What follows belongs to an exercise in optimizing a design on an open flow for small area; a production flow would make more cautious choices. Only simulation tests tie the RTL to the original design; equivalence was not proved. The clock port is modelled as an ideal driver, which makes a skipped or thinned clock tree look cheaper than it is; a real chip needs a root buffer or a tree. Power is estimated from default activity; no workload was simulated.

==> module digitalAssign, before the edit <==
module digitalAssign(clk, rst, rst_n, a, b, c, d, e, indicator, HEX, door,
                     status1, status2, status3, status4, status5,
                     i1, i2, i3, i4, i5, led);
input clk, rst, rst_n, a, b, c, d, e, i1, i2, i3, i4, i5;
output reg [7:0] indicator;
output reg door;
output reg [6:0] HEX;
output reg [6:0] status1, status2, status3, status4, status5;
output reg [17:0] led;
localparam [2:0] IDLE = 3'd0;
localparam [2:0] VAL = 3'd1;
localparam [2:0] DENIED = 3'd2;
localparam [2:0] GRANTED = 3'd3;
localparam [2:0] OPEN = 3'd5;
localparam [2:0] CLOSE = 3'd4;
reg  [11:0] div;
wire div_fb  = div[11] ^ (div[0] | div[9]);
wire div_hit = div[11] & ~div[10] & ~div[9] & div[8] & div[6] & ~div[5] & div[4] & ~div[3] & div[2] & div[1];
always @(posedge clk or negedge rst)
    if (!rst) div <= 12'b000001100100;
    else      div <= {div[10:0], div_fb | div_hit};
reg [2:0] state, next_state;
always @(*) begin
    case (state)
    IDLE:    next_state = a ? VAL : IDLE;
    VAL:     next_state = b ? (({i1,i2,i3,i4,i5} == 5'b11010) ? GRANTED : DENIED) : VAL;
    DENIED:  next_state = DENIED;
    GRANTED: next_state = c ? OPEN : GRANTED;
    OPEN:    next_state = d ? CLOSE : OPEN;
    CLOSE:   next_state = e ? IDLE : CLOSE;
    default: next_state = state;
    endcase
end
always @(posedge clk or negedge rst)
    if (!rst)         state <= IDLE;
    else if (div_hit) state <= next_state;
reg  [11:0] pre;
wire pre_fb  = pre[11] ^ (pre[3] | pre[6]);
wire pre_hit = pre[10] & ~pre[9] & ~pre[8] & ~pre[6] & ~pre[5] & pre[4] & ~pre[2] & pre[1] & ~pre[0];
reg  [3:0] k, k_next;
always @(*) begin
    case (k)
    4'd0: k_next = 4'd1;
    4'd1: k_next = 4'd2;
    4'd2: k_next = 4'd3;
    4'd3: k_next = 4'd4;
    4'd4: k_next = 4'd5;
    4'd5: k_next = 4'd6;
    4'd6: k_next = 4'd7;
    4'd7: k_next = 4'd8;
    4'd8: k_next = 4'd9;
    4'd9: k_next = 4'd9;
    default: k_next = k;
    endcase
end
always @(posedge clk or negedge rst_n)
    if (!rst_n) begin
        pre <= 12'b100100100100;
        k   <= 4'd0;
    end else begin
        pre <= {pre[10:0], pre_fb & ~pre_hit};
        if (pre_hit) k <= k_next;
    end
reg [8:0] lo;
always @(*) begin
    case (k)
    4'd0: lo = 9'b111111111;
    4'd1: lo = 9'b011111111;
    4'd2: lo = 9'b001111111;
    4'd3: lo = 9'b000111111;
    4'd4: lo = 9'b000011111;
    4'd5: lo = 9'b000001111;
    4'd6: lo = 9'b000000111;
    4'd7: lo = 9'b000000011;
    4'd8: lo = 9'b000000001;
    4'd9: lo = 9'b000000000;
    default: lo = 9'b000000000;
    endcase
end
wire [8:0] lc = ~{lo[0], lo[1], lo[2], lo[3], lo[4], lo[5], lo[6], lo[7], lo[8]};
always @(*) begin
    indicator = 8'h00; door = 1'b0; led = 18'd0;
    HEX = 7'b1111111;
    status1 = 7'b1111111; status2 = 7'b1111111; status3 = 7'b1111111;
    status4 = 7'b1111111; status5 = 7'b1111111;
    case (state)
    IDLE: begin
        indicator = 8'b00000001; HEX = 7'b1000000;
        status1 = 7'b1001111; status2 = 7'b1000000; status3 = 7'b1000111;
        status4 = 7'b0000110; status5 = 7'b1111111;
    end
    VAL: begin
        indicator = 8'b00000010; HEX = 7'b1111001;
        status1 = 7'b0001100; status2 = 7'b0001110; status3 = 7'b1001111;
        status4 = 7'b1000000; status5 = 7'b1111111;
    end
    DENIED: begin
        indicator = 8'b00000100; HEX = 7'b0100100;
        status1 = 7'b1001000; status2 = 7'b1000000; status3 = 7'b0001100;
        status4 = 7'b0000110; status5 = 7'b1111111;
    end
    GRANTED: begin
        indicator = 8'b11111111; HEX = 7'b0110000;
        status1 = 7'b0001100; status2 = 7'b0001000; status3 = 7'b0010010;
        status4 = 7'b0010010; status5 = 7'b1111111;
    end
    OPEN: begin
        indicator = 8'b00010000; HEX = 7'b0011001; door = 1'b1; led = {lo[0], lo[1], lo[2], lo[3], lo[4], lo[5], lo[6], lo[7], lo[8], lo};
        status1 = 7'b1000000; status2 = 7'b0001100; status3 = 7'b0000110;
        status4 = 7'b1001000; status5 = 7'b1111111;
    end
    CLOSE: begin
        indicator = 8'b00100000; HEX = 7'b0010010; led = {lc[0], lc[1], lc[2], lc[3], lc[4], lc[5], lc[6], lc[7], lc[8], lc};
        status1 = 7'b1000111; status2 = 7'b1000000; status3 = 7'b0010010;
        status4 = 7'b0000110; status5 = 7'b1000110;
    end
    3'd6: begin   
        indicator = 8'b00100100; HEX = 7'b0010110; door = 1'b0;
        status1 = 7'b1000000; status2 = 7'b1000000; status3 = 7'b0010000;
        status4 = 7'b0000110; status5 = 7'b1000110;
    end
    3'd7: begin   
        indicator = 8'b11111101; HEX = 7'b0010000; door = 1'b1;
        status1 = 7'b1000000; status2 = 7'b0001000; status3 = 7'b0010010;
        status4 = 7'b0011010; status5 = 7'b1111111;
    end
    endcase
end
endmodule
export LEC_CHECK = 0
export CAP_MARGIN = 20
export CORE_MARGIN = 2
export CORE_UTILIZATION = 40
export SLEW_MARGIN = 20
create_clock -name core_clock -period 10.0 [get_ports {clk}]
standard.sh (not shown) runs the stock make flow with config.mk's settings and CLKGATE_MAP_FILE= SYNTH_SCRIPT=/design/flow/synth_recipe.tcl, a recipe that flattens the netlist after the stock synthesis.
==> flow/flow/run.sh <==
#!/bin/bash
# Own layout flow: the standard ORFS layout with these changes:
#  - synthesis is the standard flow's own (synth_recipe.tcl), but ABC maps the
#    combinational logic with an area-oriented script (flow/area.abc, with
#    &deepsyn); the script is run with several random seeds and the seed
#    giving the smallest cell area (flip-flops included, buffers excluded)
#    is used for the layout;
#  - combinational cells are then set to their smallest drive strength
#    (the resizer upsizes again wherever timing or slew needs it);
#  - the constant outputs share one tie cell;
#  - the smallest buffer (buf_1) is the port buffer;
#  - the clock tree is three clock buffers in parallel, each driving a third
#    of the registers (flow/my_cts.tcl in place of ORFS's CTS step).
set -euo pipefail
W=$(pwd)
export FLOW_SYNTH_TCL=$W/synth_recipe.tcl
export FLOW_CLOCK_PORT=clk
export FLOW_CLOCK_BUF=sky130_fd_sc_hd__clkbuf_4
export FLOW_CLOCK_NBUF=3
export BUFFER_PORTS_ARGS="-buffer_cell sky130_fd_sc_hd__buf_1"
export RECOVER_POWER=100
# keep the single tie cell instead of one per constant output port
export SKIP_REPAIR_TIE_FANOUT=1
PLAT=$FLOW_PLATFORM
sed "s#SYNTH_SCRIPT=[^ ]*#SYNTH_SCRIPT=$W/flow/synth_abc.tcl#" standard.sh > flow_standard.sh
sed "s#\"\${@:-finish}\"#RUN_SCRIPT=$W/flow/my_cts.tcl RUN_LOG_NAME_STEM=4_1_cts run#" flow_standard.sh > flow_cts.sh

# ---- pick the ABC seed
SEEDS="0 1 2 3 4 5 6 7"
mkdir -p seeds
for s in $SEEDS; do
  sed "s/&deepsyn /\&deepsyn -S $s /" flow/area.abc > seeds/area_$s.abc
  sed "s#WORK_HOME=[^ ]*#WORK_HOME=$W/seeds/orfs_$s#" flow_standard.sh > seeds/synth_$s.sh
done
run_seed() {
  FLOW_ABC_SCRIPT=$W/seeds/area_$1.abc bash seeds/synth_$1.sh synth > seeds/synth_$1.log 2>&1 || true
  awk '/sky130_fd_sc_hd__/ && $3 !~ /__buf_/ { s += $2 } END { printf "%.4f\n", s }' \
    seeds/orfs_$1/reports/$PLAT/digitalAssign/base/synth_stat.txt > seeds/area_$1.txt 2>/dev/null || echo 1e9 > seeds/area_$1.txt
}
for s in $SEEDS; do
  run_seed $s &
  if (( $(jobs -r | wc -l) >= ${NUM_CORES:-4} )); then wait -n; fi
done
wait
BEST=0; BESTA=1e9
for s in $SEEDS; do
  a=$(cat seeds/area_$s.txt)
  echo "seed $s area $a" >> seeds/summary.log
  if awk -v a="$a" -v b="$BESTA" 'BEGIN { exit !(a < b) }'; then BEST=$s; BESTA=$a; fi
done
echo "best seed $BEST area $BESTA" >> seeds/summary.log
rm -rf seeds/orfs_*
export FLOW_ABC_SCRIPT=$W/seeds/area_$BEST.abc

# ---- layout
bash flow_standard.sh synth > synth.log 2>&1
NET=orfs/results/$PLAT/digitalAssign/base/1_2_yosys.v
cp $NET synth_netlist_orig.log
bash flow/downsize.sh $NET "$FLOW_HOME/platforms/$PLAT/lib/sky130_fd_sc_hd__tt_025C_1v80.lib" > downsize.log 2>&1
python3 flow/merge_ties.py $NET > merge_ties.log 2>&1
touch $NET
bash flow_standard.sh place > place.log 2>&1
bash flow_cts.sh > cts.log 2>&1
bash flow_standard.sh > layout.log 2>&1
Other scripts of this flow, unchanged in this note and not shown: flow/flow/area.abc, flow/flow/downsize.sh, flow/flow/merge_ties.py, flow/flow/my_cts.tcl, flow/flow/synth_abc.tcl
The baseline finished with timing, DRC and antenna clean.
==> next run, changes <==
--- a/flow/design.v
+++ b/flow/design.v
@@ -71,13 +71,13 @@
     4'd4: lo = 9'b000011111;
     4'd5: lo = 9'b000001111;
     4'd6: lo = 9'b000000111;
     4'd7: lo = 9'b000000011;
     4'd8: lo = 9'b000000001;
     4'd9: lo = 9'b000000000;
-    default: lo = 9'b000000000;
+    default: lo = 9'b111111111;
     endcase
 end
 wire [8:0] lc = ~{lo[0], lo[1], lo[2], lo[3], lo[4], lo[5], lo[6], lo[7], lo[8]};
 always @(*) begin
     indicator = 8'h00; door = 1'b0; led = 18'd0;
     HEX = 7'b1111111;
@@ -112,17 +112,19 @@
     CLOSE: begin
         indicator = 8'b00100000; HEX = 7'b0010010; led = {lc[0], lc[1], lc[2], lc[3], lc[4], lc[5], lc[6], lc[7], lc[8], lc};
         status1 = 7'b1000111; status2 = 7'b1000000; status3 = 7'b0010010;
         status4 = 7'b0000110; status5 = 7'b1000110;
     end
     3'd6: begin   
+        led = {lc[0], lc[1], lc[2], lc[3], lc[4], lc[5], lc[6], lc[7], lc[8], lc};
         indicator = 8'b00100100; HEX = 7'b0010110; door = 1'b0;
         status1 = 7'b1000000; status2 = 7'b1000000; status3 = 7'b0010000;
         status4 = 7'b0000110; status5 = 7'b1000110;
     end
     3'd7: begin   
+        led = {lc[0], lc[1], lc[2], lc[3], lc[4], lc[5], lc[6], lc[7], lc[8], lc};
         indicator = 8'b11111101; HEX = 7'b0010000; door = 1'b1;
         status1 = 7'b1000000; status2 = 7'b0001000; status3 = 7'b0010010;
         status4 = 7'b0011010; status5 = 7'b1111111;
     end
     endcase
 end
Hold slack improves by 0.0073 ns.
Wire length is lower by 1.5%.
Power stays flat.
Cell area barely changes.
Synthesized area stays flat.
Sequential power is about the same.
Maximum frequency is lower by about 11%.
Die area hardly moves.
Final cell count is lower by about 0.9%.
Synthesized cell count is lower by about 1.4%.
No run of this note takes its clock network from TritonCTS; it comes from the design's own scripts or RTL.

-- separate check: timing with driven ports --
No port has a modelled driver above. Below, the same layouts with a new extraction and two added sets of constraints. Step 1: set_driving_cell puts a clkbuf_16 on clk and a buf_2 on each other input, an assumption about the parent block. Step 2, shift: input delay + t, output delay - t, t = (earliest + latest rising clock arrival at the registers) / 2. This alone moves slack from input paths to output paths. a / b / c = no drivers / after step 1 / after step 2; a / b = the first two.
run | t, ns | setup slack, ns | latest minus earliest clock arrival (ns)
the first run | 0.189 | 5.891 / 5.859 / 6.048 | 0.016 / 0.016
the second run | 0.184 | 5.401 / 5.372 / 5.557 | 0.012 / 0.013
After both steps every run listed still meets setup and hold.
